What follows belongs to an exercise in optimizing a design on an open flow for small area and a short achievable clock period; a production flow would make more cautious choices.
No functional check of the RTL was part of any run shown here.

## flow/standard.sh

```bash
#!/bin/bash
# synth_recipe.tcl (not shown) runs the flow's synth.tcl, then flattens the netlist and writes it again
# the make line also repeats each setting of config.mk as NAME=value (left out here)
make -C /OpenROAD-flow-scripts/flow DESIGN_CONFIG=/design/flow/config.mk WORK_HOME=/design/flow/orfs CLKGATE_MAP_FILE= SYNTH_SCRIPT=/design/flow/synth_recipe.tcl "${@:-finish}"
```

## flow/flow/run.sh

```bash
#!/bin/bash
# The standard layout (standard.sh), with two changes to how it is made:
#  - ORFS's timing repair aims at a setup slack of 13.5 ns at the design's clock
#    period (SETUP_SLACK_MARGIN), so repair_timing sizes and buffers critical paths;
#  - every input and output port still gets a buffer, of cell sky130_fd_sc_hd__buf_2.
set -e
export SETUP_SLACK_MARGIN=13.5
export BUFFER_PORTS_ARGS="-buffer_cell sky130_fd_sc_hd__buf_2"
bash standard.sh > standard.log 2>&1
```

## flow/design.v

```verilog
`timescale 1ns/10ps
module cs_fa(input a, input b, input c, output s, output co);
  assign s = a ^ b ^ c;
  assign co = (a & b) | (a & c) | (b & c);
endmodule
module cs_ha(input a, input b, output s, output co);
  assign s = a ^ b;
  assign co = a & b;
endmodule
module cs_hb(input a, input b, output s, output co);
  assign s = ~(a ^ b);
  assign co = a | b;
endmodule
module cs_xor(input a, input b, output y);
  assign y = a ^ b;
endmodule
module cs_xnor(input a, input b, output y);
  assign y = ~(a ^ b);
endmodule
module cs_maj(input a, input b, input c, output y);
  assign y = (a & b) | (a & c) | (b & c);
endmodule
module cs_and(input a, input b, output y);
  assign y = a & b;
endmodule
module cs_or(input a, input b, output y);
  assign y = a | b;
endmodule
module cs_inv(input a, output y);
  assign y = ~a;
endmodule
module cs_nand(input a, input b, output y);
  assign y = ~(a & b);
endmodule
module cs_orn(input a, input b, output y);
  assign y = a | ~b;
endmodule
module cs_o21a(input a, input b, input c, output y);
  assign y = (a | b) & c;
endmodule
module cs_nand3(input a, input b, input c, output y);
  assign y = ~(a & b & c);
endmodule
module cs_nor3(input a, input b, input c, output y);
  assign y = ~(a | b | c);
endmodule
module cs_or3(input a, input b, input c, output y);
  assign y = a | b | c;
endmodule
module cs_and9(input [8:0] a, output y, output ny);
  assign y = &a;
  assign ny = ~(&a);
endmodule
module cs_ao222i(input a0, input b0, input a1, input b1, input a2, input b2, output y);
  assign y = ~((a0 & b0) | (a1 & b1) | (a2 & b2));
endmodule
module cs_and3(input a, input b, input c, output y);
  assign y = a & b & c;
endmodule
module cs_o221a(input a1, input a2, input b1, input b2, input c, output y);
  assign y = (a1 | a2) & (b1 | b2) & c;
endmodule
module cs_mux(input s, input a, input b, output y);
  assign y = s ? b : a;
endmodule
module cs_ge(input [4:0] h, output g1, output g2);
  assign g1 = h[4] | (h[3] & (h[2] | h[1] | h[0]));
  assign g2 = h[4] & (h[3] | h[2] | h[1]);
endmodule
module cs_add5(input [4:0] a, input [4:0] b, output [4:0] s);
  assign s = a + b;
endmodule
module cs_add8(input [7:0] a, input [7:0] b, output [7:0] s);
  assign s = a + b;
endmodule
module cs_add13(input [12:0] a, input [12:0] b, output [12:0] s);
  assign s = a + b;
endmodule
module CS(Y, X, reset, clk);
input clk, reset;
input [7:0] X;
output reg [9:0] Y;
reg [3:0] count;                  
reg [7:0] w0, w1, w2, w3, w4, w5, w6, w7, w8;    
reg [7:0] q;                      
reg [3:0] r;                      
wire nz = (count != 4'd0);
wire [7:0] qz = q & {8{nz}};
wire [3:0] rz = r & {4{nz}};
always @(posedge clk) begin
  q <= qn; r <= rn;
end
wire full = (count == 4'd9);
wire en = full & ~reset;
wire [7:0] qn;
wire [3:0] rn;
wire [9:0] Yd;
always @(posedge clk) begin
  w0 <= X; w1 <= w0; w2 <= w1; w3 <= w2; w4 <= w3;
  w5 <= w4; w6 <= w5; w7 <= w6; w8 <= w7;
end
always @(posedge clk) begin
  if (reset) count <= 4'd0;
  else if (!full) count <= count + 4'd1;
end
always @(posedge clk) Y <= Yd;
wire n1, n2, n3, n4, n5, n6, n7, n8, n9, n10, n11, n12, n13, n14, n15, n16, n17, n18, n19, n20, n21, n22, n23, n24, n25, n26, n27, n28, n29, n30, n31, n32, n33, n34, n35, n36, n37, n38, n39, n40, n41, n42, n43, n44, n45, n46, n47, n48, n49, n50, n51, n52, n53, n54, n55, n56, n57, n58, n59, n60, n61, n62, n63, n64, n65, n66, n67, n68, n69, n70, n71, n72, n73, n74, n75, n76, n77, n78, n79, n80, n81, n82, n83, n84, n85, n86, n87, n88, n89, n90, n91, n92, n93, n94, n95, n96, n97, n98, n99, n100, n101, n102, n103, n104, n105, n106, n107, n108, n109, n110, n111, n112, n113, n114, n115, n116, n117, n118, n119, n120, n121, n122, n123, n124, n125, n126, n127, n128, n129, n130, n131, n132, n133, n134, n135, n136, n137, n138, n139, n140, n141, n142, n143, n144, n145, n146, n147, n148, n149, n150, n151, n152, n153, n154, n155, n156, n157, n158, n159, n160, n161, n162, n163, n164, n165, n166, n167, n168, n169, n170, n171, n172, n173, n174, n175, n176, n177, n178, n179, n180, n181, n182, n183, n184, n185, n186, n187, n188, n189, n190, n191, n192, n193, n194, n195, n196, n197, n198, n199, n200, n201, n202, n203, n204, n205, n206, n207, n208, n209, n210, n211, n212, n213, n214, n215, n216, n217, n218, n219, n220, n221, n222, n223, n224, n225, n226, n227, n228, n229, n230, n231, n232, n233, n234, n235, n236, n237, n238, n239, n240, n241, n242, n243, n244, n245, n246, n247, n248, n249, n250, n251, n252, n253, n254, n255, n256, n257, n258, n259, n260, n261, n262, n263, n264, n265, n266, n267, n268, n269, n270, n271, n272, n273, n274, n275, n276, n277, n278, n279, n280, n281, n282, n283, n284, n285, n286, n287, n288, n289, n290, n291, n292, n293, n294, n295, n296, n297, n298, n299, n300, n301, n302, n303, n304, n305, n306, n307, n308, n309, n310, n311, n312, n313, n314, n315, n316, n317, n318, n319, n320, n321, n322, n323, n324, n325, n326, n327, n328, n329, n330, n331, n332, n333, n334, n335, n336, n337, n338, n339, n340, n341, n342, n343, n344, n345, n346, n347, n348, n349, n350, n351, n352, n353, n354, n355, n356, n357, n358, n359, n360, n361, n362, n363, n364, n365, n366, n367, n368, n369, n370, n371, n372, n373, n374, n375, n376, n377, n378, n379, n380, n381, n382, n383, n384, n385, n386, n387, n388, n389, n390, n391, n392, n393, n394, n395, n396, n397, n398, n399, n400, n401, n402, n403, n404, n405, n406, n407, n408, n409, n410, n411, n412, n413, n414, n415, n416, n417, n418, n419, n420, n421, n422, n423, n424, n425, n426, n427, n428, n429, n430, n431, n432, n433, n434, n435, n436, n437, n438, n439;
cs_and u0 (.a(w8[0]), .b(full), .y(n1));
cs_and u1 (.a(w8[1]), .b(full), .y(n2));
cs_and u2 (.a(w8[2]), .b(full), .y(n3));
cs_and u3 (.a(w8[3]), .b(full), .y(n4));
cs_and u4 (.a(w8[4]), .b(full), .y(n5));
cs_and u5 (.a(w8[5]), .b(full), .y(n6));
cs_and u6 (.a(w8[6]), .b(full), .y(n7));
cs_and u7 (.a(w8[7]), .b(full), .y(n8));
cs_inv u8 (.a(n1), .y(n9));
cs_inv u9 (.a(n2), .y(n10));
cs_inv u10 (.a(n3), .y(n11));
cs_inv u11 (.a(n7), .y(n12));
cs_inv u12 (.a(n8), .y(n13));
cs_inv u13 (.a(rz[0]), .y(n14));
cs_fa u14 (.a(n14), .b(n4), .c(n9), .s(n15), .co(n16));
cs_fa u15 (.a(rz[1]), .b(rz[0]), .c(n5), .s(n17), .co(n18));
cs_fa u16 (.a(n10), .b(n13), .c(n17), .s(n19), .co(n20));
cs_fa u17 (.a(rz[2]), .b(n6), .c(n11), .s(n21), .co(n22));
cs_fa u18 (.a(n18), .b(n21), .c(n20), .s(n23), .co(n24));
cs_fa u19 (.a(rz[3]), .b(n22), .c(n24), .s(n25), .co(n26));
cs_ha u20 (.a(n12), .b(n15), .s(n27), .co(n28));
cs_fa u21 (.a(n16), .b(n19), .c(n28), .s(n29), .co(n30));
cs_ha u22 (.a(n23), .b(n30), .s(n31), .co(n32));
cs_ha u23 (.a(n25), .b(n32), .s(n33), .co(n34));
cs_xor u24 (.a(n26), .b(n34), .y(n35));
cs_ge u25 (.h({n35, n33, n31, n29, n27}), .g1(n36), .g2(n37));
cs_fa u26 (.a(n27), .b(n36), .c(n37), .s(n38), .co(n39));
cs_fa u27 (.a(n29), .b(n36), .c(n37), .s(n40), .co(n41));
cs_fa u28 (.a(n31), .b(n36), .c(n37), .s(n42), .co(n43));
cs_ha u29 (.a(n39), .b(n40), .s(n44), .co(n45));
cs_fa u30 (.a(n41), .b(n42), .c(n45), .s(n46), .co(n47));
cs_fa u31 (.a(n33), .b(n43), .c(n47), .s(n48), .co(n49));
cs_inv u32 (.a(X[3]), .y(n50));
cs_inv u33 (.a(X[4]), .y(n51));
cs_inv u34 (.a(X[5]), .y(n52));
cs_ha u35 (.a(n38), .b(X[0]), .s(n53), .co(n54));
cs_fa u36 (.a(X[1]), .b(X[7]), .c(n51), .s(n55), .co(n56));
cs_ha u37 (.a(X[2]), .b(n52), .s(n57), .co(n58));
cs_ha u38 (.a(X[6]), .b(n50), .s(n59), .co(n60));
cs_fa u39 (.a(n44), .b(n54), .c(n55), .s(n61), .co(n62));
cs_fa u40 (.a(n57), .b(n56), .c(n46), .s(n63), .co(n64));
cs_ha u41 (.a(n58), .b(n48), .s(n65), .co(n66));
cs_add5 u42 (.a({n66, n65, n63, n61, n53}), .b({1'b0, n64, n62, n60, n59}), .s({n71, n70, n69, n68, n67}));
cs_ge u43 (.h({n71, n70, n69, n68, n67}), .g1(n72), .g2(n73));
cs_fa u44 (.a(n67), .b(n72), .c(n73), .s(n74), .co(n75));
cs_fa u45 (.a(n68), .b(n72), .c(n73), .s(n76), .co(n77));
cs_fa u46 (.a(n69), .b(n72), .c(n73), .s(n78), .co(n79));
cs_ha u47 (.a(n75), .b(n76), .s(n80), .co(n81));
cs_fa u48 (.a(n77), .b(n78), .c(n81), .s(n82), .co(n83));
cs_fa u49 (.a(n70), .b(n79), .c(n83), .s(n84), .co(n85));
cs_inv u50 (.a(n4), .y(n86));
cs_inv u51 (.a(n5), .y(n87));
cs_inv u52 (.a(n6), .y(n88));
cs_inv u53 (.a(qz[1]), .y(n89));
cs_inv u54 (.a(qz[5]), .y(n90));
cs_inv u55 (.a(qz[6]), .y(n91));
cs_inv u56 (.a(qz[7]), .y(n92));
cs_fa u57 (.a(qz[0]), .b(n86), .c(n12), .s(n93), .co(n94));
cs_ha u58 (.a(n36), .b(n37), .s(n95), .co(n96));
cs_fa u59 (.a(n89), .b(n87), .c(n12), .s(n97), .co(n98));
cs_ha u60 (.a(n13), .b(X[4]), .s(n99), .co(n100));
cs_fa u61 (.a(qz[2]), .b(qz[1]), .c(n88), .s(n101), .co(n102));
cs_fa u62 (.a(n12), .b(n13), .c(X[5]), .s(n103), .co(n104));
cs_fa u63 (.a(n93), .b(n95), .c(X[3]), .s(n105), .co(n106));
cs_fa u64 (.a(n97), .b(n94), .c(n96), .s(n107), .co(n108));
cs_ha u65 (.a(X[6]), .b(X[7]), .s(n109), .co(n110));
cs_fa u66 (.a(n101), .b(n98), .c(X[6]), .s(n111), .co(n112));
cs_fa u67 (.a(X[7]), .b(n100), .c(n103), .s(n113), .co(n114));
cs_fa u68 (.a(qz[3]), .b(n13), .c(n102), .s(n115), .co(n116));
cs_ha u69 (.a(X[7]), .b(n104), .s(n117), .co(n118));
cs_ha u70 (.a(X[6]), .b(n105), .s(n119), .co(n120));
cs_fa u71 (.a(n107), .b(n99), .c(n109), .s(n121), .co(n122));
cs_fa u72 (.a(n108), .b(n110), .c(n111), .s(n123), .co(n124));
cs_fa u73 (.a(n115), .b(n112), .c(n117), .s(n125), .co(n126));
cs_ha u74 (.a(qz[4]), .b(n116), .s(n127), .co(n128));
cs_ha u75 (.a(n119), .b(n72), .s(n129), .co(n130));
cs_fa u76 (.a(n106), .b(n121), .c(n120), .s(n131), .co(n132));
cs_fa u77 (.a(n122), .b(n113), .c(n123), .s(n133), .co(n134));
cs_fa u78 (.a(n114), .b(n124), .c(n125), .s(n135), .co(n136));
cs_fa u79 (.a(n127), .b(n118), .c(n126), .s(n137), .co(n138));
cs_ha u80 (.a(n90), .b(n128), .s(n139), .co(n140));
cs_ha u81 (.a(qz[5]), .b(n91), .s(n141), .co(n142));
cs_ha u82 (.a(qz[6]), .b(n92), .s(n143), .co(n144));
cs_add8 u83 (.a({n143, n141, n139, n137, n135, n133, n131, n73}), .b({n142, n140, n138, n136, n134, n132, n130, n129}), .s({n152, n151, n150, n149, n148, n147, n146, n145}));
cs_inv u84 (.a(q[0]), .y(n153));
cs_inv u85 (.a(q[1]), .y(n154));
cs_inv u86 (.a(q[2]), .y(n155));
cs_inv u87 (.a(q[3]), .y(n156));
cs_inv u88 (.a(q[4]), .y(n157));
cs_inv u89 (.a(q[5]), .y(n158));
cs_inv u90 (.a(q[6]), .y(n159));
cs_inv u91 (.a(q[7]), .y(n160));
cs_and u92 (.a(w0[0]), .b(n153), .y(n161));
cs_maj u93 (.a(w0[1]), .b(n154), .c(n161), .y(n162));
cs_maj u94 (.a(w0[2]), .b(n155), .c(n162), .y(n163));
cs_maj u95 (.a(w0[3]), .b(n156), .c(n163), .y(n164));
cs_maj u96 (.a(w0[4]), .b(n157), .c(n164), .y(n165));
cs_maj u97 (.a(w0[5]), .b(n158), .c(n165), .y(n166));
cs_maj u98 (.a(w0[6]), .b(n159), .c(n166), .y(n167));
cs_maj u99 (.a(w0[7]), .b(n160), .c(n167), .y(n168));
cs_and u100 (.a(w1[0]), .b(n153), .y(n169));
cs_maj u101 (.a(w1[1]), .b(n154), .c(n169), .y(n170));
cs_maj u102 (.a(w1[2]), .b(n155), .c(n170), .y(n171));
cs_maj u103 (.a(w1[3]), .b(n156), .c(n171), .y(n172));
cs_maj u104 (.a(w1[4]), .b(n157), .c(n172), .y(n173));
cs_maj u105 (.a(w1[5]), .b(n158), .c(n173), .y(n174));
cs_maj u106 (.a(w1[6]), .b(n159), .c(n174), .y(n175));
cs_maj u107 (.a(w1[7]), .b(n160), .c(n175), .y(n176));
cs_and u108 (.a(w2[0]), .b(n153), .y(n177));
cs_maj u109 (.a(w2[1]), .b(n154), .c(n177), .y(n178));
cs_maj u110 (.a(w2[2]), .b(n155), .c(n178), .y(n179));
cs_maj u111 (.a(w2[3]), .b(n156), .c(n179), .y(n180));
cs_maj u112 (.a(w2[4]), .b(n157), .c(n180), .y(n181));
cs_maj u113 (.a(w2[5]), .b(n158), .c(n181), .y(n182));
cs_maj u114 (.a(w2[6]), .b(n159), .c(n182), .y(n183));
cs_maj u115 (.a(w2[7]), .b(n160), .c(n183), .y(n184));
cs_and u116 (.a(w3[0]), .b(n153), .y(n185));
cs_maj u117 (.a(w3[1]), .b(n154), .c(n185), .y(n186));
cs_maj u118 (.a(w3[2]), .b(n155), .c(n186), .y(n187));
cs_maj u119 (.a(w3[3]), .b(n156), .c(n187), .y(n188));
cs_maj u120 (.a(w3[4]), .b(n157), .c(n188), .y(n189));
cs_maj u121 (.a(w3[5]), .b(n158), .c(n189), .y(n190));
cs_maj u122 (.a(w3[6]), .b(n159), .c(n190), .y(n191));
cs_maj u123 (.a(w3[7]), .b(n160), .c(n191), .y(n192));
cs_and u124 (.a(w4[0]), .b(n153), .y(n193));
cs_maj u125 (.a(w4[1]), .b(n154), .c(n193), .y(n194));
cs_maj u126 (.a(w4[2]), .b(n155), .c(n194), .y(n195));
cs_maj u127 (.a(w4[3]), .b(n156), .c(n195), .y(n196));
cs_maj u128 (.a(w4[4]), .b(n157), .c(n196), .y(n197));
cs_maj u129 (.a(w4[5]), .b(n158), .c(n197), .y(n198));
cs_maj u130 (.a(w4[6]), .b(n159), .c(n198), .y(n199));
cs_maj u131 (.a(w4[7]), .b(n160), .c(n199), .y(n200));
cs_and u132 (.a(w5[0]), .b(n153), .y(n201));
cs_maj u133 (.a(w5[1]), .b(n154), .c(n201), .y(n202));
cs_maj u134 (.a(w5[2]), .b(n155), .c(n202), .y(n203));
cs_maj u135 (.a(w5[3]), .b(n156), .c(n203), .y(n204));
cs_maj u136 (.a(w5[4]), .b(n157), .c(n204), .y(n205));
cs_maj u137 (.a(w5[5]), .b(n158), .c(n205), .y(n206));
cs_maj u138 (.a(w5[6]), .b(n159), .c(n206), .y(n207));
cs_maj u139 (.a(w5[7]), .b(n160), .c(n207), .y(n208));
cs_and u140 (.a(w6[0]), .b(n153), .y(n209));
cs_maj u141 (.a(w6[1]), .b(n154), .c(n209), .y(n210));
cs_maj u142 (.a(w6[2]), .b(n155), .c(n210), .y(n211));
cs_maj u143 (.a(w6[3]), .b(n156), .c(n211), .y(n212));
cs_maj u144 (.a(w6[4]), .b(n157), .c(n212), .y(n213));
cs_maj u145 (.a(w6[5]), .b(n158), .c(n213), .y(n214));
cs_maj u146 (.a(w6[6]), .b(n159), .c(n214), .y(n215));
cs_maj u147 (.a(w6[7]), .b(n160), .c(n215), .y(n216));
cs_and u148 (.a(w7[0]), .b(n153), .y(n217));
cs_maj u149 (.a(w7[1]), .b(n154), .c(n217), .y(n218));
cs_maj u150 (.a(w7[2]), .b(n155), .c(n218), .y(n219));
cs_maj u151 (.a(w7[3]), .b(n156), .c(n219), .y(n220));
cs_maj u152 (.a(w7[4]), .b(n157), .c(n220), .y(n221));
cs_maj u153 (.a(w7[5]), .b(n158), .c(n221), .y(n222));
cs_maj u154 (.a(w7[6]), .b(n159), .c(n222), .y(n223));
cs_maj u155 (.a(w7[7]), .b(n160), .c(n223), .y(n224));
cs_and u156 (.a(w8[0]), .b(n153), .y(n225));
cs_maj u157 (.a(w8[1]), .b(n154), .c(n225), .y(n226));
cs_maj u158 (.a(w8[2]), .b(n155), .c(n226), .y(n227));
cs_maj u159 (.a(w8[3]), .b(n156), .c(n227), .y(n228));
cs_maj u160 (.a(w8[4]), .b(n157), .c(n228), .y(n229));
cs_maj u161 (.a(w8[5]), .b(n158), .c(n229), .y(n230));
cs_maj u162 (.a(w8[6]), .b(n159), .c(n230), .y(n231));
cs_maj u163 (.a(w8[7]), .b(n160), .c(n231), .y(n232));
cs_inv u164 (.a(n168), .y(n233));
cs_inv u165 (.a(n176), .y(n234));
cs_inv u166 (.a(n184), .y(n235));
cs_inv u167 (.a(n192), .y(n236));
cs_inv u168 (.a(n200), .y(n237));
cs_inv u169 (.a(n208), .y(n238));
cs_inv u170 (.a(n216), .y(n239));
cs_inv u171 (.a(n224), .y(n240));
cs_inv u172 (.a(n232), .y(n241));
cs_ao222i u173 (.a0(n233), .b0(w0[7]), .a1(n234), .b1(w1[7]), .a2(n235), .b2(w2[7]), .y(n242));
cs_ao222i u174 (.a0(n236), .b0(w3[7]), .a1(n237), .b1(w4[7]), .a2(n238), .b2(w5[7]), .y(n243));
cs_ao222i u175 (.a0(n239), .b0(w6[7]), .a1(n240), .b1(w7[7]), .a2(n241), .b2(w8[7]), .y(n244));
cs_and3 u176 (.a(n242), .b(n243), .c(n244), .y(n245));
cs_nand3 u177 (.a(n242), .b(n243), .c(n244), .y(n246));
cs_nand3 u178 (.a(n233), .b(w0[7]), .c(w0[6]), .y(n247));
cs_nand3 u179 (.a(n234), .b(w1[7]), .c(w1[6]), .y(n248));
cs_nand3 u180 (.a(n235), .b(w2[7]), .c(w2[6]), .y(n249));
cs_nand3 u181 (.a(n236), .b(w3[7]), .c(w3[6]), .y(n250));
cs_nand3 u182 (.a(n237), .b(w4[7]), .c(w4[6]), .y(n251));
cs_nand3 u183 (.a(n238), .b(w5[7]), .c(w5[6]), .y(n252));
cs_nand3 u184 (.a(n239), .b(w6[7]), .c(w6[6]), .y(n253));
cs_nand3 u185 (.a(n240), .b(w7[7]), .c(w7[6]), .y(n254));
cs_nand3 u186 (.a(n241), .b(w8[7]), .c(w8[6]), .y(n255));
cs_and3 u187 (.a(n247), .b(n248), .c(n249), .y(n256));
cs_and3 u188 (.a(n250), .b(n251), .c(n252), .y(n257));
cs_and3 u189 (.a(n253), .b(n254), .c(n255), .y(n258));
cs_and3 u190 (.a(n256), .b(n257), .c(n258), .y(n259));
cs_ao222i u191 (.a0(n233), .b0(w0[6]), .a1(n234), .b1(w1[6]), .a2(n235), .b2(w2[6]), .y(n260));
cs_ao222i u192 (.a0(n236), .b0(w3[6]), .a1(n237), .b1(w4[6]), .a2(n238), .b2(w5[6]), .y(n261));
cs_ao222i u193 (.a0(n239), .b0(w6[6]), .a1(n240), .b1(w7[6]), .a2(n241), .b2(w8[6]), .y(n262));
cs_and3 u194 (.a(n260), .b(n261), .c(n262), .y(n263));
cs_nand3 u195 (.a(n260), .b(n261), .c(n262), .y(n264));
cs_o21a u196 (.a(n246), .b(n263), .c(n259), .y(n265));
cs_inv u197 (.a(n265), .y(n266));
cs_o221a u198 (.a1(w0[7]), .a2(n245), .b1(w0[6]), .b2(n265), .c(n233), .y(n267));
cs_o221a u199 (.a1(w1[7]), .a2(n245), .b1(w1[6]), .b2(n265), .c(n234), .y(n268));
cs_o221a u200 (.a1(w2[7]), .a2(n245), .b1(w2[6]), .b2(n265), .c(n235), .y(n269));
cs_o221a u201 (.a1(w3[7]), .a2(n245), .b1(w3[6]), .b2(n265), .c(n236), .y(n270));
cs_o221a u202 (.a1(w4[7]), .a2(n245), .b1(w4[6]), .b2(n265), .c(n237), .y(n271));
cs_o221a u203 (.a1(w5[7]), .a2(n245), .b1(w5[6]), .b2(n265), .c(n238), .y(n272));
cs_o221a u204 (.a1(w6[7]), .a2(n245), .b1(w6[6]), .b2(n265), .c(n239), .y(n273));
cs_o221a u205 (.a1(w7[7]), .a2(n245), .b1(w7[6]), .b2(n265), .c(n240), .y(n274));
cs_o221a u206 (.a1(w8[7]), .a2(n245), .b1(w8[6]), .b2(n265), .c(n241), .y(n275));
cs_ao222i u207 (.a0(n267), .b0(w0[5]), .a1(n268), .b1(w1[5]), .a2(n269), .b2(w2[5]), .y(n276));
cs_ao222i u208 (.a0(n270), .b0(w3[5]), .a1(n271), .b1(w4[5]), .a2(n272), .b2(w5[5]), .y(n277));
cs_ao222i u209 (.a0(n273), .b0(w6[5]), .a1(n274), .b1(w7[5]), .a2(n275), .b2(w8[5]), .y(n278));
cs_and3 u210 (.a(n276), .b(n277), .c(n278), .y(n279));
cs_nand3 u211 (.a(n276), .b(n277), .c(n278), .y(n280));
cs_nand3 u212 (.a(n267), .b(w0[5]), .c(w0[4]), .y(n281));
cs_nand3 u213 (.a(n268), .b(w1[5]), .c(w1[4]), .y(n282));
cs_nand3 u214 (.a(n269), .b(w2[5]), .c(w2[4]), .y(n283));
cs_nand3 u215 (.a(n270), .b(w3[5]), .c(w3[4]), .y(n284));
cs_nand3 u216 (.a(n271), .b(w4[5]), .c(w4[4]), .y(n285));
cs_nand3 u217 (.a(n272), .b(w5[5]), .c(w5[4]), .y(n286));
cs_nand3 u218 (.a(n273), .b(w6[5]), .c(w6[4]), .y(n287));
cs_nand3 u219 (.a(n274), .b(w7[5]), .c(w7[4]), .y(n288));
cs_nand3 u220 (.a(n275), .b(w8[5]), .c(w8[4]), .y(n289));
cs_and3 u221 (.a(n281), .b(n282), .c(n283), .y(n290));
cs_and3 u222 (.a(n284), .b(n285), .c(n286), .y(n291));
cs_and3 u223 (.a(n287), .b(n288), .c(n289), .y(n292));
cs_and3 u224 (.a(n290), .b(n291), .c(n292), .y(n293));
cs_ao222i u225 (.a0(n267), .b0(w0[4]), .a1(n268), .b1(w1[4]), .a2(n269), .b2(w2[4]), .y(n294));
cs_ao222i u226 (.a0(n270), .b0(w3[4]), .a1(n271), .b1(w4[4]), .a2(n272), .b2(w5[4]), .y(n295));
cs_ao222i u227 (.a0(n273), .b0(w6[4]), .a1(n274), .b1(w7[4]), .a2(n275), .b2(w8[4]), .y(n296));
cs_and3 u228 (.a(n294), .b(n295), .c(n296), .y(n297));
cs_nand3 u229 (.a(n294), .b(n295), .c(n296), .y(n298));
cs_o21a u230 (.a(n280), .b(n297), .c(n293), .y(n299));
cs_inv u231 (.a(n299), .y(n300));
cs_o221a u232 (.a1(w0[5]), .a2(n279), .b1(w0[4]), .b2(n299), .c(n267), .y(n301));
cs_o221a u233 (.a1(w1[5]), .a2(n279), .b1(w1[4]), .b2(n299), .c(n268), .y(n302));
cs_o221a u234 (.a1(w2[5]), .a2(n279), .b1(w2[4]), .b2(n299), .c(n269), .y(n303));
cs_o221a u235 (.a1(w3[5]), .a2(n279), .b1(w3[4]), .b2(n299), .c(n270), .y(n304));
cs_o221a u236 (.a1(w4[5]), .a2(n279), .b1(w4[4]), .b2(n299), .c(n271), .y(n305));
cs_o221a u237 (.a1(w5[5]), .a2(n279), .b1(w5[4]), .b2(n299), .c(n272), .y(n306));
cs_o221a u238 (.a1(w6[5]), .a2(n279), .b1(w6[4]), .b2(n299), .c(n273), .y(n307));
cs_o221a u239 (.a1(w7[5]), .a2(n279), .b1(w7[4]), .b2(n299), .c(n274), .y(n308));
cs_o221a u240 (.a1(w8[5]), .a2(n279), .b1(w8[4]), .b2(n299), .c(n275), .y(n309));
cs_ao222i u241 (.a0(n301), .b0(w0[3]), .a1(n302), .b1(w1[3]), .a2(n303), .b2(w2[3]), .y(n310));
cs_ao222i u242 (.a0(n304), .b0(w3[3]), .a1(n305), .b1(w4[3]), .a2(n306), .b2(w5[3]), .y(n311));
cs_ao222i u243 (.a0(n307), .b0(w6[3]), .a1(n308), .b1(w7[3]), .a2(n309), .b2(w8[3]), .y(n312));
cs_and3 u244 (.a(n310), .b(n311), .c(n312), .y(n313));
cs_nand3 u245 (.a(n310), .b(n311), .c(n312), .y(n314));
cs_nand3 u246 (.a(n301), .b(w0[3]), .c(w0[2]), .y(n315));
cs_nand3 u247 (.a(n302), .b(w1[3]), .c(w1[2]), .y(n316));
cs_nand3 u248 (.a(n303), .b(w2[3]), .c(w2[2]), .y(n317));
cs_nand3 u249 (.a(n304), .b(w3[3]), .c(w3[2]), .y(n318));
cs_nand3 u250 (.a(n305), .b(w4[3]), .c(w4[2]), .y(n319));
cs_nand3 u251 (.a(n306), .b(w5[3]), .c(w5[2]), .y(n320));
cs_nand3 u252 (.a(n307), .b(w6[3]), .c(w6[2]), .y(n321));
cs_nand3 u253 (.a(n308), .b(w7[3]), .c(w7[2]), .y(n322));
cs_nand3 u254 (.a(n309), .b(w8[3]), .c(w8[2]), .y(n323));
cs_and3 u255 (.a(n315), .b(n316), .c(n317), .y(n324));
cs_and3 u256 (.a(n318), .b(n319), .c(n320), .y(n325));
cs_and3 u257 (.a(n321), .b(n322), .c(n323), .y(n326));
cs_and3 u258 (.a(n324), .b(n325), .c(n326), .y(n327));
cs_ao222i u259 (.a0(n301), .b0(w0[2]), .a1(n302), .b1(w1[2]), .a2(n303), .b2(w2[2]), .y(n328));
cs_ao222i u260 (.a0(n304), .b0(w3[2]), .a1(n305), .b1(w4[2]), .a2(n306), .b2(w5[2]), .y(n329));
cs_ao222i u261 (.a0(n307), .b0(w6[2]), .a1(n308), .b1(w7[2]), .a2(n309), .b2(w8[2]), .y(n330));
cs_and3 u262 (.a(n328), .b(n329), .c(n330), .y(n331));
cs_nand3 u263 (.a(n328), .b(n329), .c(n330), .y(n332));
cs_o21a u264 (.a(n314), .b(n331), .c(n327), .y(n333));
cs_inv u265 (.a(n333), .y(n334));
cs_o221a u266 (.a1(w0[3]), .a2(n313), .b1(w0[2]), .b2(n333), .c(n301), .y(n335));
cs_o221a u267 (.a1(w1[3]), .a2(n313), .b1(w1[2]), .b2(n333), .c(n302), .y(n336));
cs_o221a u268 (.a1(w2[3]), .a2(n313), .b1(w2[2]), .b2(n333), .c(n303), .y(n337));
cs_o221a u269 (.a1(w3[3]), .a2(n313), .b1(w3[2]), .b2(n333), .c(n304), .y(n338));
cs_o221a u270 (.a1(w4[3]), .a2(n313), .b1(w4[2]), .b2(n333), .c(n305), .y(n339));
cs_o221a u271 (.a1(w5[3]), .a2(n313), .b1(w5[2]), .b2(n333), .c(n306), .y(n340));
cs_o221a u272 (.a1(w6[3]), .a2(n313), .b1(w6[2]), .b2(n333), .c(n307), .y(n341));
cs_o221a u273 (.a1(w7[3]), .a2(n313), .b1(w7[2]), .b2(n333), .c(n308), .y(n342));
cs_o221a u274 (.a1(w8[3]), .a2(n313), .b1(w8[2]), .b2(n333), .c(n309), .y(n343));
cs_ao222i u275 (.a0(n335), .b0(w0[1]), .a1(n336), .b1(w1[1]), .a2(n337), .b2(w2[1]), .y(n344));
cs_ao222i u276 (.a0(n338), .b0(w3[1]), .a1(n339), .b1(w4[1]), .a2(n340), .b2(w5[1]), .y(n345));
cs_ao222i u277 (.a0(n341), .b0(w6[1]), .a1(n342), .b1(w7[1]), .a2(n343), .b2(w8[1]), .y(n346));
cs_and3 u278 (.a(n344), .b(n345), .c(n346), .y(n347));
cs_nand3 u279 (.a(n344), .b(n345), .c(n346), .y(n348));
cs_nand3 u280 (.a(n335), .b(w0[1]), .c(w0[0]), .y(n349));
cs_nand3 u281 (.a(n336), .b(w1[1]), .c(w1[0]), .y(n350));
cs_nand3 u282 (.a(n337), .b(w2[1]), .c(w2[0]), .y(n351));
cs_nand3 u283 (.a(n338), .b(w3[1]), .c(w3[0]), .y(n352));
cs_nand3 u284 (.a(n339), .b(w4[1]), .c(w4[0]), .y(n353));
cs_nand3 u285 (.a(n340), .b(w5[1]), .c(w5[0]), .y(n354));
cs_nand3 u286 (.a(n341), .b(w6[1]), .c(w6[0]), .y(n355));
cs_nand3 u287 (.a(n342), .b(w7[1]), .c(w7[0]), .y(n356));
cs_nand3 u288 (.a(n343), .b(w8[1]), .c(w8[0]), .y(n357));
cs_and3 u289 (.a(n349), .b(n350), .c(n351), .y(n358));
cs_and3 u290 (.a(n352), .b(n353), .c(n354), .y(n359));
cs_and3 u291 (.a(n355), .b(n356), .c(n357), .y(n360));
cs_and3 u292 (.a(n358), .b(n359), .c(n360), .y(n361));
cs_ao222i u293 (.a0(n335), .b0(w0[0]), .a1(n336), .b1(w1[0]), .a2(n337), .b2(w2[0]), .y(n362));
cs_ao222i u294 (.a0(n338), .b0(w3[0]), .a1(n339), .b1(w4[0]), .a2(n340), .b2(w5[0]), .y(n363));
cs_ao222i u295 (.a0(n341), .b0(w6[0]), .a1(n342), .b1(w7[0]), .a2(n343), .b2(w8[0]), .y(n364));
cs_and3 u296 (.a(n362), .b(n363), .c(n364), .y(n365));
cs_nand3 u297 (.a(n362), .b(n363), .c(n364), .y(n366));
cs_o21a u298 (.a(n348), .b(n365), .c(n361), .y(n367));
cs_inv u299 (.a(n367), .y(n368));
cs_fa u300 (.a(q[0]), .b(q[3]), .c(r[3]), .s(n369), .co(n370));
cs_fa u301 (.a(q[1]), .b(q[4]), .c(n370), .s(n371), .co(n372));
cs_fa u302 (.a(q[2]), .b(q[5]), .c(n372), .s(n373), .co(n374));
cs_fa u303 (.a(q[3]), .b(q[6]), .c(n374), .s(n375), .co(n376));
cs_fa u304 (.a(q[4]), .b(q[7]), .c(n376), .s(n377), .co(n378));
cs_ha u305 (.a(q[0]), .b(r[0]), .s(n379), .co(n380));
cs_fa u306 (.a(q[1]), .b(r[1]), .c(n380), .s(n381), .co(n382));
cs_fa u307 (.a(q[2]), .b(r[2]), .c(n382), .s(n383), .co(n384));
cs_ha u308 (.a(n369), .b(n384), .s(n385), .co(n386));
cs_ha u309 (.a(n371), .b(n386), .s(n387), .co(n388));
cs_ha u310 (.a(n373), .b(n388), .s(n389), .co(n390));
cs_ha u311 (.a(n375), .b(n390), .s(n391), .co(n392));
cs_ha u312 (.a(n377), .b(n392), .s(n393), .co(n394));
cs_fa u313 (.a(q[5]), .b(n378), .c(n394), .s(n395), .co(n396));
cs_ha u314 (.a(q[6]), .b(n396), .s(n397), .co(n398));
cs_ha u315 (.a(q[7]), .b(n398), .s(n399), .co(n400));
cs_ha u316 (.a(n385), .b(n314), .s(n401), .co(n402));
cs_fa u317 (.a(n387), .b(n300), .c(n348), .s(n403), .co(n404));
cs_fa u318 (.a(n389), .b(n280), .c(n334), .s(n405), .co(n406));
cs_fa u319 (.a(n391), .b(n266), .c(n314), .s(n407), .co(n408));
cs_fa u320 (.a(n393), .b(n246), .c(n300), .s(n409), .co(n410));
cs_ha u321 (.a(n395), .b(n280), .s(n411), .co(n412));
cs_ha u322 (.a(n397), .b(n266), .s(n413), .co(n414));
cs_ha u323 (.a(n246), .b(n399), .s(n415), .co(n416));
cs_add13 u324 (.a({1'b0, n400, n415, n413, n411, n409, n407, n405, n403, n368, n383, n381, n379}), .b({1'b0, n416, n414, n412, n410, n408, n406, n404, n402, n401, n334, n348, n368}), .s({n429, n428, n427, n426, n425, n424, n423, n422, n421, n420, n419, n418, n417}));
cs_and u325 (.a(n420), .b(en), .y(n430));
cs_and u326 (.a(n421), .b(en), .y(n431));
cs_and u327 (.a(n422), .b(en), .y(n432));
cs_and u328 (.a(n423), .b(en), .y(n433));
cs_and u329 (.a(n424), .b(en), .y(n434));
cs_and u330 (.a(n425), .b(en), .y(n435));
cs_and u331 (.a(n426), .b(en), .y(n436));
cs_and u332 (.a(n427), .b(en), .y(n437));
cs_and u333 (.a(n428), .b(en), .y(n438));
cs_and u334 (.a(n429), .b(en), .y(n439));
assign qn[0] = n145;
assign qn[1] = n146;
assign qn[2] = n147;
assign qn[3] = n148;
assign qn[4] = n149;
assign qn[5] = n150;
assign qn[6] = n151;
assign qn[7] = n152;
assign rn[0] = n74;
assign rn[1] = n80;
assign rn[2] = n82;
assign rn[3] = n84;
assign Yd[0] = n430;
assign Yd[1] = n431;
assign Yd[2] = n432;
assign Yd[3] = n433;
assign Yd[4] = n434;
assign Yd[5] = n435;
assign Yd[6] = n436;
assign Yd[7] = n437;
assign Yd[8] = n438;
assign Yd[9] = n439;
endmodule
```

## flow/config.mk

```make
export PLATFORM = sky130hd
export DESIGN_NAME = CS
export DESIGN_NICKNAME = CS
export VERILOG_FILES = /design/flow/design.v
export SDC_FILE = /design/flow/constraint.sdc
export NUM_CORES = 4
export LEC_CHECK = 0
export CAP_MARGIN = 20
export CORE_MARGIN = 2
export CORE_UTILIZATION = 40
export CTS_BUF_LIST = sky130_fd_sc_hd__clkbuf_8
export SLEW_MARGIN = 20
export SYNTH_HIERARCHICAL = 1
export SYNTH_MINIMUM_KEEP_SIZE = 0
```

## flow/constraint.sdc

```tcl
create_clock -name core_clock -period 23.0 [get_ports {clk}]
set_input_delay 4.6000 -clock core_clock [delete_from_list [all_inputs] [get_ports {clk}]]
set_output_delay 4.6000 -clock core_clock [all_outputs]
set_load 0.01 [all_outputs]
```

==> results of run 1 <==
critical path, delay by kind of cell (launching register included):
family	cells	cell delay (ns)
AOI/OAI and AO/OA	12	3.49
xor gates and xnor gates	1	0.08
adders and majority gates	9	3.12
DFF	1	0.39
buffers and inverters	2	0.20
and+or+nand+nor	9	1.79
registers in the layout, summed over array words and instances, names as in the netlist, 8 cells and up:
register and flops:
w3 8, w8 8, w0 8, q 8
w6 8, w2 8, Y 10, w4 8
w1 8, w7 8, w5 8
worst paths after layout:
| path | start | to | slack (ns) |
|---|---|---|---|
| worst max register to register | q[0]$_DFF_P_ | Y[7]$_DFF_P_ | 13.85 |
| worst min register to register | w1[0]$_DFF_P_ | w2[0]$_DFF_P_ | 0.39 |
| worst max-delay path | q[0]$_DFF_P_ | Y[7]$_DFF_P_ | 13.85 |
| worst min-delay path | w1[0]$_DFF_P_ | w2[0]$_DFF_P_ | 0.39 |
cell usage in the layout (no fill, tap or decap), types with 3 or more instances in the layout:
master	n
sky130_fd_sc_hd__dfxtp_1	96
sky130_fd_sc_hd__maj3_2	63
sky130_fd_sc_hd__ha_1	56
sky130_fd_sc_hd__fa_1	51
sky130_fd_sc_hd__inv_1	50
sky130_fd_sc_hd__nand3_1	41
sky130_fd_sc_hd__and2_1	27
sky130_fd_sc_hd__and3_1	25
sky130_fd_sc_hd__a222oi_1	24
sky130_fd_sc_hd__o221a_1	22
sky130_fd_sc_hd__buf_2	19
sky130_fd_sc_hd__a21oi_1	17
sky130_fd_sc_hd__nor2_1	14
sky130_fd_sc_hd__xnor2_1	14
sky130_fd_sc_hd__nor2b_1	13
sky130_fd_sc_hd__nand2_1	9
sky130_fd_sc_hd__clkbuf_8	9
sky130_fd_sc_hd__xor2_1	7
sky130_fd_sc_hd__buf_4	7
sky130_fd_sc_hd__a21o_1	5
sky130_fd_sc_hd__o221a_4	4
sky130_fd_sc_hd__o211ai_1	4
sky130_fd_sc_hd__nand2b_1	3
sky130_fd_sc_hd__conb_1	3
sky130_fd_sc_hd__a21oi_2	3
sky130_fd_sc_hd__o21ai_0	3
sky130_fd_sc_hd__clkinvlp_4	3
layout make-up:
class,count,area (um^2),area share [%]
clock buffer,9,124,1.69
clock inverter,7,92.6,1.26
inverter,50,191,2.61
multi-input combinational,449,4510,61.4
sequential,98,1970,26.8
tap,216,270,3.68
timing repair buffer,28,179,2.44
timing repair inverter,1,7.51,0.102
layer usage:
metal	up-vias	track usage, %	routed length [um]
met5	-	0	0
met4	0	6.03	376
met3	29	4.08	840
met2	142	28.5	7270
met1	2439	23.8	6960
li1	2295	-	-
through the flow:
step           setup WS, ns  cell area [um^2]  instances
2_1_floorplan         14.43              6580        598
3_3_place_gp          13.17              6940        832
3_5_place_dp          12.88              6940        832
4_1_cts               13.56              7190        851
5_1_grt               13.41              7350        858
6_report              13.85              7350        858
repair_timing:
action | in CTS | in global routing
endpoints found under the setup margin | 7 | 7
pin swaps | 6 | 11
setup buffers | 3 | 6
cloned | 0 | 1
hold buffers | 0 | 0
gates resized for setup | 5 | 23
==> impl.org, run 1 <==
** STA
- Setup violations remaining at the end of the flow were counted as 0.
- Count of endpoints failing hold in the final timing report :: 0
- For the pin with the worst max-slew slack, the measured transition is 0.731 ns.
- Clock skew on the completed layout was measured at 0.0115 ns.
- Dividing the final minimum period by the clock period gives 39.8%.
- Setup repair after global routing left no endpoint under its margin.
- Rel. slew slack :: 51.0%
- Summed over all failing endpoints, the final setup total negative slack is 0 ns.
- Timing would allow up to 109 MHz.
- Clock period minus final worst setup slack :: 9.15 ns
- Number of slew-limit violations in the final report :: 0
- Final hold slack :: 0.386 ns

** Drt
- Vias post-DR :: 4905
- Routed wire per std cell :: 18.0 um
- Final routed wirelength across all metal layers :: 15400 um
- After detailed routing, the number of remaining DRC violations is 0.
- Vias per cell :: 5.72
- The first detailed-routing pass ran for 9 iterations.
- For this block, the initial DRC count from the detailed router was 515.
- Remaining number of nets flagged by the antenna check after routing :: 0

** Worst setup path
- The worst setup path is of the reg -> reg kind.
- The cell that appears most often on the critical path is sky130_fd_sc_hd__maj3_2.
- In this run the worst path has a maximum fanout of 10.
- Delay of the slowest cell on the worst path :: 0.49 ns
- Worst setup EP type :: flip-flop
- Data required time of the worst path :: 23.30 ns
- Logic depth of the worst register-to-register path :: 33
- Cell with the biggest individual delay on the critical path :: sky130_fd_sc_hd__a222oi_1
- CP Launch Type :: flip-flop
- Arrival time of data at the critical path endpoint :: 9.46 ns

** Global route
- Number of antenna violations at the first check in global routing :: 0
- The via count of the first global-routing pass was 4978.
- Wire length of the first global-routing pass :: 24900 um
- Grt ovf :: 0
- In the global route stage, overall resource usage came out at 17.8%.
- Entering global routing, the biggest net connects 17 pins.

** Place
- Count of buffers from port buffering :: 19
- Weighted congestion at the end of routability-driven global placement :: 0.874
- The HPWL after detailed placement is 11900 um.

** Run status
- Result of the run :: finished clean

** Finish
- Cells fill 46.1% of the core in the end.
- Share of final-layout standard cells stronger than drive strength 1 :: 21.3%
- The area growth from synthesis to layout is 11.8%.
- In the final design database the tool counted 755 nets.
- The layout has 1492 filler cells.
- 0 antenna diodes ended up in the layout.

** Floorplan
- Placement row count :: 46
- Total Die Area :: 17500 um^2
- IO Count :: 20
- Die Span X :: 132 um
- Die height :: 132 um
- Starting density of the core :: 41.2%
- The region available for standard cell placement spans 15900 um^2.

** Min path
- The path class of the tightest hold or removal check is reg -> reg.
- Counting instances, the worst hold path has a depth of 0.

** Synthesis
- Post-Synthesis Cells :: 596
- Mean instance size in the synthesized netlist :: 11.0 um^2
- Syn. warnings :: 7
- The cell area that synthesis handed to floorplanning was 6570 um^2.

** Clock tree
- Number of clock sinks :: 98
- CTS tree :: done
- The clock tree synthesis step divided the H-tree into 3 levels.
- After clock tree synthesis, the clock-pin slew on the worst setup and hold paths is 0.10 ns.
- In this run, CTS created clock tree buffers numbering 9.
- Cell at the root of the clock tree :: sky130_fd_sc_hd__clkbuf_8
- The later pin in the worst-skew pair is clocked with a latency of 0.40 ns.
- Buffer levels on the longest clock path :: 2

** Flow run
- Number of violations of the max-capacitance limit :: 0
==> run 2, diff against run 1 <==
==> flow/flow/run.sh (replaced) <==
#!/bin/bash
# The standard layout (standard.sh), with two changes to how it is made:
#  - ORFS's timing repair aims at a setup slack of 14 ns at the design's clock
#    period (SETUP_SLACK_MARGIN), so repair_timing sizes and buffers critical paths;
#  - every input and output port still gets a buffer, of cell sky130_fd_sc_hd__buf_2.
set -e
export SETUP_SLACK_MARGIN=14
export BUFFER_PORTS_ARGS="-buffer_cell sky130_fd_sc_hd__buf_2"
bash standard.sh > standard.log 2>&1
==> run 2 against run 1 <==
Net effect: wire length rose by 1.7%; still clean; sequential share of layout area fell by 1.0 points; flip-flop and latch count did not move; setup slack improved by 0.32 ns; global-route usage rose by 0.15 points; synthesized cell count did not move; clock-buffer cell count did not move; utilization rose by 1.8 points.
==> impl.org, run 2 <==
** Run status
- Result of the run :: finished clean

** Worst setup path
- For the worst setup path, the data required time is 23.30 ns.
- CP Launch Type :: flip-flop
- CP startpoint :: q[1]$_DFF_P_
- On the worst path, the slowest cell contributes a delay of 0.63 ns.
- Most common cell type on the critical path :: sky130_fd_sc_hd__maj3_2
- The critical path is of the reg -> reg type.
- The startpoint identified for the worst register-to-register timing path is q[1]$_DFF_P_.
- Highest fanout seen on the critical path :: 6
- STA classifies the critical path endpoint as a flip-flop.
- Arrival time of data at the critical path endpoint :: 9.13 ns
- On the critical path, the stage with the largest delay is an instance of sky130_fd_sc_hd__fa_1.
- Measured in cells, the most critical reg-to-reg path has a length of 32.

** Floorplan
- From bottom edge to top edge, the die measures 132 um.
- In this run the count of I/O pins placed on the die edge is 20.
- The initialized floorplan defines 46 standard-cell rows.
- Core Box Area :: 15900 um^2
- Measured along the x axis, the die boundary spans 132 um.
- Once the floorplan was initialized, standard cells occupied 41.2% of the core.
- Total Die Area :: 17500 um^2

** STA
- Finish-stage setup viols :: 0
- Rel. slew slack :: 62.4%
- The total count of max-transition violations in the final report is 0.
- Of the available clock period, the critical path in the final layout requires 38.4%.
- Final hold analysis gives a worst-case slack of 0.384 ns.
- For this run, the top clock speed supported by timing is 113 MHz.
- Across the routed clock network, the largest skew measured is 0.0121 ns.
- The total count of hold-check failures in the final report came to 0.
- Setup repair after global routing missed its margin :: true
- At the pin with the least slew margin, the transition time is 0.565 ns.
- Clock period minus final worst setup slack :: 8.83 ns
- Summed over all failing endpoints, the final setup total negative slack is 0 ns.

** Drt
- Drt first-iter violations :: 498
- Routed wire per std cell :: 18.1 um
- Vias post-DR :: 5052
- Residual DRC :: 0
- The routed design has 15700 um of wire.
- In this run the remaining antenna-violating nets after routing total 0.
- Using the TritonRoute via totals, the vias-per-cell ratio works out to 5.81.
- Number of search-and-repair iterations in the first detailed-routing pass :: 5

** Finish
- Counting flops per register, the top entry is Y.
- The library cell used most frequently in the layout, excluding fill and tap cells, is sky130_fd_sc_hd__dfxtp_1.
- Core occupancy in the finished layout :: 47.9%
- Top library cells by usage in the layout, fill and taps aside :: sky130_fd_sc_hd__dfxtp_1, sky130_fd_sc_hd__maj3_2, sky130_fd_sc_hd__ha_1, sky130_fd_sc_hd__fa_1, sky130_fd_sc_hd__inv_1
- Number of antenna diodes :: 0
- After filler insertion, the fill cell instance count of the layout stands at 1452.
- Compared with the post-synthesis result, the final layout area differs by 16.2%.
- In the final design database the tool counted 767 nets.
- Of the cells placed in the final design, the portion with a size suffix greater than 1 is 27.5%.
- Max reg flops :: 10

** Clock tree
- Worst-path clk slew :: 0.10 ns
- Insertion delay to the later sink of the worst-skew pair :: 0.40 ns
- In this run, post-CTS hold repair placed 0 buffers.
- Number of clock sinks :: 98
- TritonCTS built the clock tree.
- Buffer levels on the longest clock path :: 2
- In this run the number of H-tree levels came out at 3.
- TritonCTS Buffers :: 9
- Cell at the root of the clock tree :: sky130_fd_sc_hd__clkbuf_8

** Global route
- Wire length of the first global-routing pass :: 25100 um
- Total global routing track utilization :: 18.0%
- The via count of the first global-routing pass is 5005.
- Entering global routing, the biggest net connects 17 pins.
- Number of antenna violations at the first check in global routing :: 0
- Grt ovf :: 0

** Place
- Placed wire-length estimate :: 11900 um
- The congestion estimate from routability-driven global placement came to 0.874.
- In this run the tool buffered the top-level ports with 19 buffer cells.

** Synthesis
- Mean instance size in the synthesized netlist :: 11.0 um^2
- Syn. warnings :: 7
- Post-Synthesis Cells :: 596
- Synthesized area :: 6570 um^2

** Flow run
- Number of violations of the max-capacitance limit :: 0

** Min path
- Hold/Removal Path Class :: reg -> reg
- The startpoint identified for the worst hold timing path is w1[0]$_DFF_P_.
- Cells on Worst Hold Path :: 0
run 2: path summary, 6_finish.rpt:
check | endpoint | slack, ns
max | Y[9]$_DFF_P_ | 14.17
min reg2reg | w2[0]$_DFF_P_ | 0.38
min | w2[0]$_DFF_P_ | 0.38
max reg2reg | Y[9]$_DFF_P_ | 14.17
run 2: worst max-delay path, delay by kind of cell (launching register included):
kind / cells / cell delay, ns
buffers and inverters: 3 / 0.44
AO/OA/AOI/OAI: 13 / 3.59
flip-flops: 1 / 0.42
adder cells (fa/ha/maj): 9 / 3.01
XOR/XNOR: 1 / 0.14
AND/OR/NAND/NOR: 6 / 1.14
run 2: metrics by stage:
stage	worst slack [ns]	cell area [um^2]	std cells
after floorplan	14.43	6580	598
after global placement	13.17	6940	832
after detailed placement	12.88	6940	832
after CTS	14.04	7250	855
after global routing	13.85	7640	870
final	14.17	7640	870
run 2: metal layers:
metal / GRT usage, % / up-vias / routed length [um]
li1: - / 2339 / -
met1: 24.1 / 2506 / 6760
met2: 28.6 / 177 / 7470
met3: 3.61 / 30 / 1070
met4: 7.05 / 0 / 417
met5: 0 / - / 0
run 2: repair_timing:
| item | CTS | global route |
|---|---|---|
| resized for setup | 17 | 53 |
| setup endpoints to repair | 10 | 12 |
| gates cloned | 1 | 2 |
| setup buffers | 6 | 13 |
| pin swaps | 14 | 80 |
run 2: cell type report:
type                    count  area (um^2)  area share [%]
repair inverters            1         7.51          0.0983
clock inverters             7         92.6            1.21
flip-flops and latches     98         1970            25.8
inverters                  50          194            2.54
well taps                 216          270            3.54
multi-input cells         451         4730            61.9
repair buffers             38          254            3.33
clock buffers               9          124            1.62

==> port drivers added, routing unchanged <==
Ports are ideal in the flow. The routed layouts listed here were re-timed in OpenROAD. Step 1 (the two cells are an assumption about what drives the block):
set clk [get_ports {clk}]
set_driving_cell -lib_cell sky130_fd_sc_hd__clkbuf_16 $clk
set_driving_cell -lib_cell sky130_fd_sc_hd__buf_2 [delete_from_list [all_inputs] $clk]
Step 2 times the ports against the registers' clock, not the clock port: input delays grow and output delays shrink by t, the midpoint of the rising clock arrivals with the driver on. a / b / c = ideal ports / drivers / drivers and shift; a / b = the first two.
| run | shift t [ns] | setup WS [ns] | hold slack, ns |
|---|---|---|---|
| run 1 | 0.430 | 13.848 / 13.848 / 13.848 | 0.386 / 0.386 / 0.386 |
| run 2 | 0.425 | 14.173 / 14.173 / 14.125 | 0.384 / 0.384 / 0.384 |
After both steps setup and hold are still met in every run listed. For run 2, which loses most, drivers alone change the setup slack by 0.000 ns; drivers and shift together by -0.048 ns.
